What follows belongs to an exercise in optimizing a design on an open flow for a short achievable clock period and few clock cycles; a production flow would make more cautious choices. Function was not checked in any run shown here: the RTL went through the layout flow alone. Power figures rest on the tool's default switching activity, not on a simulated workload.

==> design.v <==
module alu(
    output [15:0] data_out,
    output        valid_out,
    output        cmd_out,
    input  [15:0] data_in,
    input         valid_in,
    input         cmd_in,
    output        amm_read,
    output [7:0]  amm_address,
    input  [7:0]  amm_readdata,
    input         amm_waitrequest,
    input  [1:0]  amm_response,
    input clk,
    input rst_n
    );
    localparam QN = 63;
    reg        idle;         
    reg        inpkt;        
    reg        taking;       
    reg        vo_r, co_r;   
    reg [11:0] do_r;
    reg        ar_r;         
    reg [7:0]  aa_r;
    reg [3:0]  opc;
    reg [5:0]  rem;          
    reg        first;        
    reg        err;
    reg        stopq;        
    reg        killq;        
    reg        b0_ind;       
    reg        first_rd;     
    reg [7:0]  q [0:QN-1];   
    reg [5:0]  qcnt;         
    reg [7:0]  rq;
    reg        rq_v, rq_a;
    reg [11:0] sum_s, sum_c;
    reg [7:0]  lor, lxor, lnand;
    reg        hasop;
    reg [7:0]  opa, opb;
    wire [7:0] din    = data_in[7:0];
    wire [1:0] mod    = data_in[9:8];
    wire [3:0] op_in  = data_in[11:8];
    wire [5:0] nof_in = data_in[5:0];
    wire hdr_in    = valid_in & cmd_in;
    wire beat      = valid_in & ~cmd_in & taking;
    wire dir       = beat & (mod == 2'b00);
    wire ind       = beat & (mod == 2'b01);
    wire forb      = (din[7:4] == 4'h1) | (din[7:4] == 4'h2) |
                     (din[7:4] == 4'h8) | (din[7:4] == 4'h9);
    wire last_beat = beat & (rem == 6'd1);
    wire unary_in = (op_in[3:2] == 2'b01);
    wire shift_in = (op_in == 4'd8) | (op_in == 4'd9);
    wire reject   = (nof_in == 6'd0) | (unary_in & (nof_in != 6'd1));
    wire sherr    = shift_in & (nof_in != 6'd2);
    wire rdone  = ar_r & ~amm_waitrequest;
    wire rbad   = rdone & (amm_response != 2'b00);
    wire rgood  = rdone & (amm_response == 2'b00);
    wire push   = ind & ~forb & ~stopq & ~rbad;
    wire pop    = rdone;
    wire kill_n = killq | rbad;
    reg [QN:0] qv;           
    integer i;
    always @(*)
        for (i = 0; i <= QN; i = i + 1)
            qv[i] = (qcnt > i);
    reg [7:0] q_n [0:QN-1];
    always @(*)
        for (i = 0; i < QN; i = i + 1)
            if (pop)
                q_n[i] = (i < QN-1 && qv[i+1]) ? q[i < QN-1 ? i+1 : 0] : din;
            else
                q_n[i] = qv[i] ? q[i] : din;
    wire [5:0] qcnt_n = (push & ~pop) ? qcnt + 6'd1 :
                        (pop & ~push) ? qcnt - 6'd1 : qcnt;
    wire q0_n     = push | qv[1] | (qv[0] & ~pop);
    wire rd_next  = q0_n & ~kill_n;
    wire comp     = inpkt & (~taking | last_beat) & ~rd_next;
    wire err_next = err | (ind & forb) | rbad;
    wire        live = ~idle;
    wire [11:0] s0  = live ? sum_s : 12'd0;
    wire [11:0] c0  = live ? sum_c : 12'd0;
    wire [7:0]  rqg = rq_v ? rq : 8'h00;
    wire [11:0] s1 = s0 ^ c0 ^ {4'b0, rqg};
    wire [11:0] c1 = {(s0[10:0] & c0[10:0]) | (s0[10:0] & {3'b0, rqg}) |
                      (c0[10:0] & {3'b0, rqg}), 1'b0};
    wire [11:0] s2 = s1 ^ c1 ^ {4'b0, din};
    wire [11:0] c2 = {(s1[10:0] & c1[10:0]) | (s1[10:0] & {3'b0, din}) |
                      (c1[10:0] & {3'b0, din}), 1'b0};
    wire [7:0]  lor0   = live ? (lor | rqg) : 8'h00;
    wire [7:0]  lxor0  = live ? (lxor ^ rqg) : 8'h00;
    wire [7:0]  lnand0 = live ? (lnand | (rq_v ? ~rq : 8'h00)) : 8'h00;
    wire        has0   = live & (hasop | rq_v);
    wire [7:0]  opa0   = ~live ? 8'h00 : (rq_v & rq_a) ? rq : opa;
    wire [7:0]  opb0   = ~live ? 8'h00 : (rq_v & ~rq_a) ? rq : opb;
    wire [11:0] total = s1 + c1;
    reg  [11:0] res;
    always @(*) begin
        case (opc)
            4'd0: res = total;
            4'd1: res = has0 ? {4'b0, ~lnand0} : 12'hFFF;
            4'd2: res = {4'b0, lor0};
            4'd3: res = {4'b0, lxor0};
            4'd4: res = has0 ? {4'b0, ~lor0} : 12'h000;
            4'd5: res = has0 ? {4'b0, lor0} + 12'd1 : 12'h000;
            4'd6: res = has0 ? {4'b0, lor0} - 12'd1 : 12'h000;
            4'd7: res = has0 ? {4'b0, 8'd0 - lor0} : 12'h000;
            4'd8: res = {4'b0, opa0} >> opb0;
            4'd9: res = {4'b0, opa0 << opb0};
            default: res = 12'h000;
        endcase
    end
    always @(posedge clk) begin
        for (i = 0; i < QN; i = i + 1)
            q[i] <= q_n[i];
        aa_r <= q0_n ? q_n[0] : 8'h00;
        rq   <= amm_readdata;
        rq_v <= rgood;
        rq_a <= first_rd & b0_ind;
        if (vo_r & co_r) begin
            vo_r <= 1'b1;
            co_r <= 1'b0;
            do_r <= err ? 12'hBAD : res;
        end else begin
            vo_r <= (idle & hdr_in & reject) | comp;
            co_r <= 1'b1;
            do_r <= {7'b0, idle | err_next, idle ? op_in : opc};
        end
        sum_s <= dir ? s2 : s1;
        sum_c <= dir ? c2 : c1;
        lor   <= dir ? (lor0 | din) : lor0;
        lxor  <= dir ? (lxor0 ^ din) : lxor0;
        lnand <= dir ? (lnand0 | ~din) : lnand0;
        hasop <= has0 | dir;
        opa   <= (dir & first) ? din : opa0;
        opb   <= (dir & ~first) ? din : opb0;
        if (idle) begin
            opc      <= op_in;
            rem      <= nof_in;
            first    <= 1'b1;
            err      <= reject | sherr;
            stopq    <= sherr;
            killq    <= 1'b0;
            b0_ind   <= 1'b0;
            first_rd <= 1'b1;
            qcnt     <= 6'd0;
        end else begin
            if (beat) begin
                rem   <= rem - 6'd1;
                first <= 1'b0;
                if (first & (mod == 2'b01)) b0_ind <= 1'b1;
            end
            err <= err_next;
            if ((ind & forb) | rbad) stopq <= 1'b1;
            if (rbad) killq <= 1'b1;
            if (rdone) first_rd <= 1'b0;
            qcnt <= qcnt_n;
        end
        if (~rst_n) begin
            idle   <= 1'b1;
            inpkt  <= 1'b0;
            taking <= 1'b0;
            vo_r   <= 1'b0;
            ar_r   <= 1'b0;
        end else begin
            idle   <= (vo_r & ~co_r) | (idle & ~hdr_in);
            inpkt  <= (idle & hdr_in & ~reject) | (inpkt & ~comp);
            taking <= (idle & hdr_in & ~reject) | (taking & ~last_beat);
            ar_r   <= inpkt & rd_next;
        end
    end
    assign data_out    = {4'b0, do_r};
    assign valid_out   = vo_r;
    assign cmd_out     = co_r;
    assign amm_read    = ar_r;
    assign amm_address = aa_r;
endmodule
==> run.sh <==
#!/bin/bash
# synth_recipe.tcl (not shown) runs the flow's synth.tcl, then flattens the netlist and writes it again
# the make line also repeats each setting of config.mk as NAME=value (left out here)
make -C /OpenROAD-flow-scripts/flow DESIGN_CONFIG=/design/flow/config.mk WORK_HOME=/design/flow/orfs CLKGATE_MAP_FILE= SYNTH_SCRIPT=/design/flow/synth_recipe.tcl finish
==> config.mk <==
export PLATFORM = sky130hd
export DESIGN_NAME = alu
export DESIGN_NICKNAME = alu
export VERILOG_FILES = /design/flow/design.v
export SDC_FILE = /design/flow/constraint.sdc
export NUM_CORES = 4
export LEC_CHECK = 0
export ABC_CLOCK_PERIOD_IN_PS = 2000
export CAP_MARGIN = 20
export CORE_MARGIN = 2
export CORE_UTILIZATION = 60
export PLACE_DENSITY = 0.7
export SETUP_SLACK_MARGIN = 4.6
export SLEW_MARGIN = 20
export TNS_END_PERCENT = 100
==> constraint.sdc <==
create_clock -name core_clock -period 6.5 [get_ports {clk}]
set_input_delay 1.3000 -clock core_clock [delete_from_list [all_inputs] [get_ports {clk}]]
set_output_delay 1.3000 -clock core_clock [all_outputs]
set_load 0.01 [all_outputs]
==> out/results.txt, run 1 <==
The flow did not finish. The flow halted during 5_1_grt. The first error in the log reads "[ERROR DPL-0038] Utilization greater than 100%, impossible to legalize". Buffers placed on the I/O ports in this run total 49. Ranked by total cell area, the synthesized netlist is headed by sky130_fd_sc_hd__dfxtp_1, sky130_fd_sc_hd__o22ai_1, sky130_fd_sc_hd__a31oi_1, sky130_fd_sc_hd__nor2_1, sky130_fd_sc_hd__nand2_1. Share of flip-flops with an asynchronous set or reset after synthesis: 0. The mapped netlist covers 0.02544 mm^2. The deepest clock path buffer count was 3. At the end of routability-driven placement, the weighted congestion stood at 0.9135. Worst endpoint kind after the last repair: a register data pin. The clock drives 626 sinks. The tools report the total number of placement rows as 75. The biggest area contributor in the post-synthesis netlist is sky130_fd_sc_hd__dfxtp_1. The master cell of the clock root buffer was sky130_fd_sc_hd__clkbuf_16. Entering global routing, the biggest net connects 50 pins. The area share of the largest cell type after synthesis was 0.4870. After synthesis the netlist holds a flip-flop and latch count of 626. The initial standard-cell utilization of the core was 0.6066; the number of enable-type register cells in the synthesized netlist was 7. After synthesis, the mean cell area works out to 8.762 um^2. The logs give 0.4953 for the sequential area share after synthesis and 2 for the number of levels the H-tree was split into. By count the netlist is led by sky130_fd_sc_hd__dfxtp_1, sky130_fd_sc_hd__o22ai_1, sky130_fd_sc_hd__nor2_1, sky130_fd_sc_hd__a31oi_1, sky130_fd_sc_hd__nand2_1. After global-route timing repair, the worst endpoint was do_r[5]$_SDFF_PN0_/D. For this run, the number of Yosys warnings is 3. Most instantiated library cell after synthesis: sky130_fd_sc_hd__dfxtp_1.

For this design the top-level I/O count stands at 58. The post-synthesis cell type count came out at 78. The width of the die was 209.9 um. The floorplan step set the die height to 209.9 um. Most common flop cell mapped by yosys: sky130_fd_sc_hd__dfxtp_1.

The run gives 48860 um as the estimated wirelength of the detail-placed design. Counting every instance in the synthesized netlist gives 2904. In this run, CTS created clock tree buffers numbering 61.
## through the flow
step             util  hold WS, ns  instance area (um^2)  instances  setup slack (ns)
4_1_cts        0.8605       0.4609                 36100       3700             3.448
3_5_place_dp   0.6598       0.4484                 27680       3299             2.350
3_3_place_gp   0.6598       0.4295                 27680       3299             2.422
2_1_floorplan       -       0.4178                 28410       2907             3.259
## worst max path at each step
stage | start | end | slack, ns
after floorplan | idle$_SDFF_PN1_ | do_r[5]$_SDFF_PN0_ | 3.26
after global placement | amm_waitrequest | q[17][3]$_DFF_P_ | 2.42
after detailed placement | amm_waitrequest | q[17][6]$_DFF_P_ | 2.35
after CTS | rq_v$_DFF_P_ | do_r[5]$_SDFF_PN0_ | 3.45
## power groups by stage
stage	Sequential (uW)	Combinational, uW	Clock, uW
2_1_floorplan	4210	281	0
3_3_place_gp	4260	361	0
3_5_place_dp	4260	375	0
4_1_cts	4180	512	3890
## what timing repair did
item,4_1_cts
pin swaps,240
buffers inserted,214
setup endpoints to repair,635
gates resized for setup,810
gates cloned,74
hold buffers,0
## cell families after synthesis
| family | count (synthesis) | share of synthesized area |
|---|---|---|
| mux | 36 | 0.01510 |
| simple gates | 725 | 0.1255 |
| flops | 626 | 0.4953 |
| fa+ha+maj | 37 | 0.02233 |
| buf+inv | 299 | 0.04563 |
| other cells | 1 | 0.0001474 |
| compound gates | 1130 | 0.2788 |
| xor+xnor | 50 | 0.01721 |
==> run 2, diff against run 1 <==
--- a/config.mk
+++ b/config.mk
@@ -10,4 +10,4 @@
 export CORE_MARGIN = 2
-export CORE_UTILIZATION = 60
-export PLACE_DENSITY = 0.7
+export CORE_UTILIZATION = 40
+export PLACE_DENSITY = 0.6
 export SETUP_SLACK_MARGIN = 4.6
==> run 2 against run 1 <==
The run now finishes clean. Synthesized area did not move. Synthesized cell count did not move.
==> out/results.txt, run 2 <==
Global-route total usage across every layer: 0.2829. The top register by number of flip-flops was q. The chip height came out at 256.2 um. 58 I/O pins were placed. The critical path is of the reg2reg type. The run gives 48010 um as the detailed-routed wire length on met2. The highest clock frequency the design can meet is 339.6 MHz. During synthesis, Yosys emitted a total of 3 warnings.

The count of fill cells added during filler insertion is 4549. The area fraction in compound gates after synthesis works out to 0.2788. The run gives 0 as the count of pins over their slew limit. Power spread over the standard cell area amounts to 218.8 mW/mm^2. The critical path capture point type was a register.

Counting I/O delays and the setup requirement, the final critical path takes 2.945 ns. Routability-driven placement finished with a final weighted congestion of 0.8942. The flip-flop and latch count after synthesis is 626, and the post-synthesis cell type count is 78.

The flow ran to the end and the layout has no timing, DRC or antenna violations. The mux contribution to synthesized area was 0.01510. Data on the critical path arrives at its endpoint at 3.44 ns. Initial standard-cell utilization of the core: 0.4041. The number of iterations in the first detailed-routing pass came out at 7. Yosys attributes the largest share of cell area to sky130_fd_sc_hd__dfxtp_1, sky130_fd_sc_hd__o22ai_1, sky130_fd_sc_hd__a31oi_1, sky130_fd_sc_hd__nor2_1, sky130_fd_sc_hd__nand2_1.

The post-synthesis share of cell area spent on xor and xnor gates came out at 0.01721. The area share of the largest cell type after synthesis is 0.4870. Summed over all cells, the static leakage comes to 0.01491 uW.

The register with the most flip-flops in the layout has 504 of them. For the cts-stage hold buffer count, the log shows 0. The longest clock path from root to sink contains 3 buffers. After routing, the total negative slack on setup checks comes to 0 ns.

Combined buffer and inverter count along the critical path: 1. At the pin with the least slew margin, the transition time is 0.8665 ns. Averaged over all synthesized cells, the footprint is 8.762 um^2. The run gives 0.4953 as the sequential area share after synthesis.

The top cell types in the final layout, fill and taps aside, are sky130_fd_sc_hd__dfxtp_1, sky130_fd_sc_hd__o22ai_2, sky130_fd_sc_hd__a31oi_1, sky130_fd_sc_hd__nor2_1, sky130_fd_sc_hd__buf_4. The tightest min-delay check is of the reg2reg type. For the TritonCTS buffer count, the log shows 68. The logs give 0.4223 for the worst-case headroom to the max-slew limit and 7.00 ns for the critical path data required time. The tools report the number of levels the H-tree was split into as 3.

The cell with the largest stage delay on the worst path is sky130_fd_sc_hd__fa_1. Most common cell after layout, fill and taps aside: sky130_fd_sc_hd__dfxtp_1. The share of flip-flops with an asynchronous set or reset after synthesis is 0, and the total number of vias is 26540. Die footprint: 0.06564 mm^2. The average detailed-routed wire length per instance was 25.21 um; the area of the placeable core was 0.06297 mm^2. The initialized floorplan defines 92 standard-cell rows. After the last flow step, the layout net total stands at 3261.

Number of design rule violations left after detail routing: 0. The tools report the final clock skew as 0.03580 ns. Uppermost layer routed: met5.

The number of instances in the placed design was 3610. The number of antenna diodes in the final layout is 0. The largest registers in the layout are q x504, do_r x12, sum_s x12.

Measured along the x axis, the die boundary spans 256.2 um. Synthesis handed over a netlist of 2904 instances. The synthesis-to-finish area growth was 55.43%; the peak supply drop was 0.1591 mV. Sorting the synthesized cells by how often they occur yields sky130_fd_sc_hd__dfxtp_1, sky130_fd_sc_hd__o22ai_1, sky130_fd_sc_hd__nor2_1, sky130_fd_sc_hd__a31oi_1, sky130_fd_sc_hd__nand2_1. After clock tree synthesis, the clock-pin slew on the worst setup and hold paths is 0.06 ns. The share of the clock period used by the worst path after layout is 0.4530, and the maximum fanout count along the critical path is 4. Fraction of layout cells with a size suffix above 1: 0.4414.

The synthesized design spends more area on one cell type than any other, namely sky130_fd_sc_hd__dfxtp_1. The routed design has 103100 um of wire. The number of setup violations in the final report was 0; the initial antenna violation count was 2.

TritonCTS built the clock tree. The run gives 25240 as the via count of the first global-routing pass. Family with the most delay on the worst path: adder cells. The clock sink count is 626.

In this run, the number of DRC markers left after iteration 0 of detailed routing was 3182. The worst setup path is launched from a register. The finished layout holds 4088 standard cells, fillers aside. The met3 wire length was 8282 um; the hold violation total from the final report was 0. The tools report the master cell of the clock root buffer as sky130_fd_sc_hd__clkbuf_16.

Walking the worst path, the cells encountered are nand2_4 -> fa_1 -> inv_2 -> ha_4 -> fa_2 -> nand3_2 -> o211ai_1 -> xor2_1 -> a2111oi_4 -> o221ai_2 -> nand2_1 -> o21ai_1. Setup repair after global routing could not meet its margin everywhere. The logs give 0.63 ns for the clock latency on the worst-skew pair and 0.02544 mm^2 for the synthesized area. The number of enable-type register cells in the synthesized netlist was 7; the largest net degree at the start of global routing was 44. The wire length of the first global-routing pass came out at 147700 um.

The most instantiated library cell after synthesis is sky130_fd_sc_hd__dfxtp_1. The number of port buffers was 49. After detailed routing, the number of vias per cell comes to 6.491. Most common flop cell mapped by yosys: sky130_fd_sc_hd__dfxtp_1.

The simple-gate share of the synthesized area is 0.1255. The count of nets left with antenna violations once routing finished came out at 0. The tool flagged a number of max-cap violations equal to 0. The adder and majority gate portion of the synthesized area is 0.02232. The estimated wirelength of the detail-placed design is 49300 um. The total overflow left after global routing is 0.

The detailed router put a total of 41680 um of wire on met1. By area, the combinational part of the netlist is dominated by compound AO/OA/AOI/OAI gates. For this run, the slowest stage of the critical path takes 0.58 ns.
[run 2: cell counts after synthesis]
Identical to the previous run, type by type.
[run 2: cell families after synthesis]
kind of cell / count (synthesis)
buffers and inverters: 299
and+or+nand+nor: 725
xor gates and xnor gates: 50
other: 1
AOI/OAI and AO/OA: 1130
DFF: 626
adders and majority gates: 37
muxes: 36
[run 2: area by class of cell]
class	count	area [um^2]	share of cell area
Clock buffer	97	1932	0.04885
Multi-Input combinational cell	2036	18320	0.4633
Sequential cell	626	12660	0.3200
Timing Repair Buffer	379	4806	0.1215
Inverter	75	432.9	0.01095
Clock inverter	22	242.7	0.006137
Timing Repair inverter	7	98.84	0.002499
Tap cell	846	1059	0.02676
[run 2: metal layers]
layer / up-vias / track usage
met1: 13290 / 0.3700
li1: 11620 / -
met3: 341 / 0.04913
met2: 1294 / 0.4584
met5: - / 0
met4: 2 / 0.1241
[run 2: final timing paths]
path                         start                    end  slack [ns]  cells after the start
min reg2reg  first_rd$_SDFFE_PP1P_  first_rd$_SDFFE_PP1P_        0.45                      2
max reg2reg           rq_v$_DFF_P_     do_r[5]$_SDFF_PN0_        3.56                     12
min          first_rd$_SDFFE_PP1P_  first_rd$_SDFFE_PP1P_        0.45                      2
max                   rq_v$_DFF_P_     do_r[5]$_SDFF_PN0_        3.56                     12
[run 2: where the power goes]
part	leakage, uW	switching (uW)	internal, uW	total, uW
Clock	0.00107	1660	2200	3870
Combinational	0.00858	320	246	566
Sequential	0.00527	183	4040	4220
[run 2: metrics by stage]
stage / setup slack [ns] / power [uW] / cell area (um^2) / hold slack [ns] / util
after CTS: 3.553 / 8551 / 36420 / 0.4485 / 0.5784
after detailed placement: 2.334 / 4643 / 28100 / 0.4333 / 0.4462
after global placement: 2.396 / 4624 / 28090 / 0.4327 / 0.4462
final: 3.555 / 8653 / 39550 / 0.4504 / 0.6281
after floorplan: 3.259 / 4489 / 28410 / 0.4178 / -
after global routing: 3.490 / 8858 / 39550 / 0.5011 / 0.6281
[run 2: what timing repair did]
item	in CTS	in global routing
pin swaps	279	192
buffers inserted	221	55
gates cloned	71	12
endpoints found under the setup margin	635	634
gates resized for setup	843	486
[run 2: worst reg2reg max path: stages (launching register included)]
cell                        delay (ns)
sky130_fd_sc_hd__dfxtp_4          0.41
sky130_fd_sc_hd__nand2_4          0.07
sky130_fd_sc_hd__fa_1             0.58
sky130_fd_sc_hd__inv_2            0.06
sky130_fd_sc_hd__ha_4             0.16
sky130_fd_sc_hd__fa_2             0.41
sky130_fd_sc_hd__nand3_2          0.12
sky130_fd_sc_hd__o211ai_1         0.11
sky130_fd_sc_hd__xor2_1           0.19
sky130_fd_sc_hd__a2111oi_4        0.38
sky130_fd_sc_hd__o221ai_2         0.17
sky130_fd_sc_hd__nand2_1          0.10
sky130_fd_sc_hd__o21ai_1          0.07

[port drivers added, routing unchanged]
Ports are ideal in the flow. The routed layout listed here was re-timed in OpenROAD.
Step 1 (the two cells are an assumption about what drives the block):
set clk [get_ports {clk}]
set_driving_cell -lib_cell sky130_fd_sc_hd__clkbuf_16 $clk
set_driving_cell -lib_cell sky130_fd_sc_hd__buf_2 [delete_from_list [all_inputs] $clk]
Step 2, shift: input delay + t, output delay - t, t = (earliest + latest rising clock arrival at the registers) / 2. This alone moves slack from input paths to output paths.
a / b / c = ideal ports / drivers / drivers and shift; a / b = the first two.
run: run 2
shift t [ns]: 0.677
slack for setup (ns): 3.555 / 3.555 / 3.094
worst setup path after step 2: input to register
worst register clock-pin slew, ns: 0.07 / 0.07
After both steps setup and hold are still met in run 2. The setup slack of run 2 moves by 0.000 ns with the drivers and by -0.461 ns with both steps.
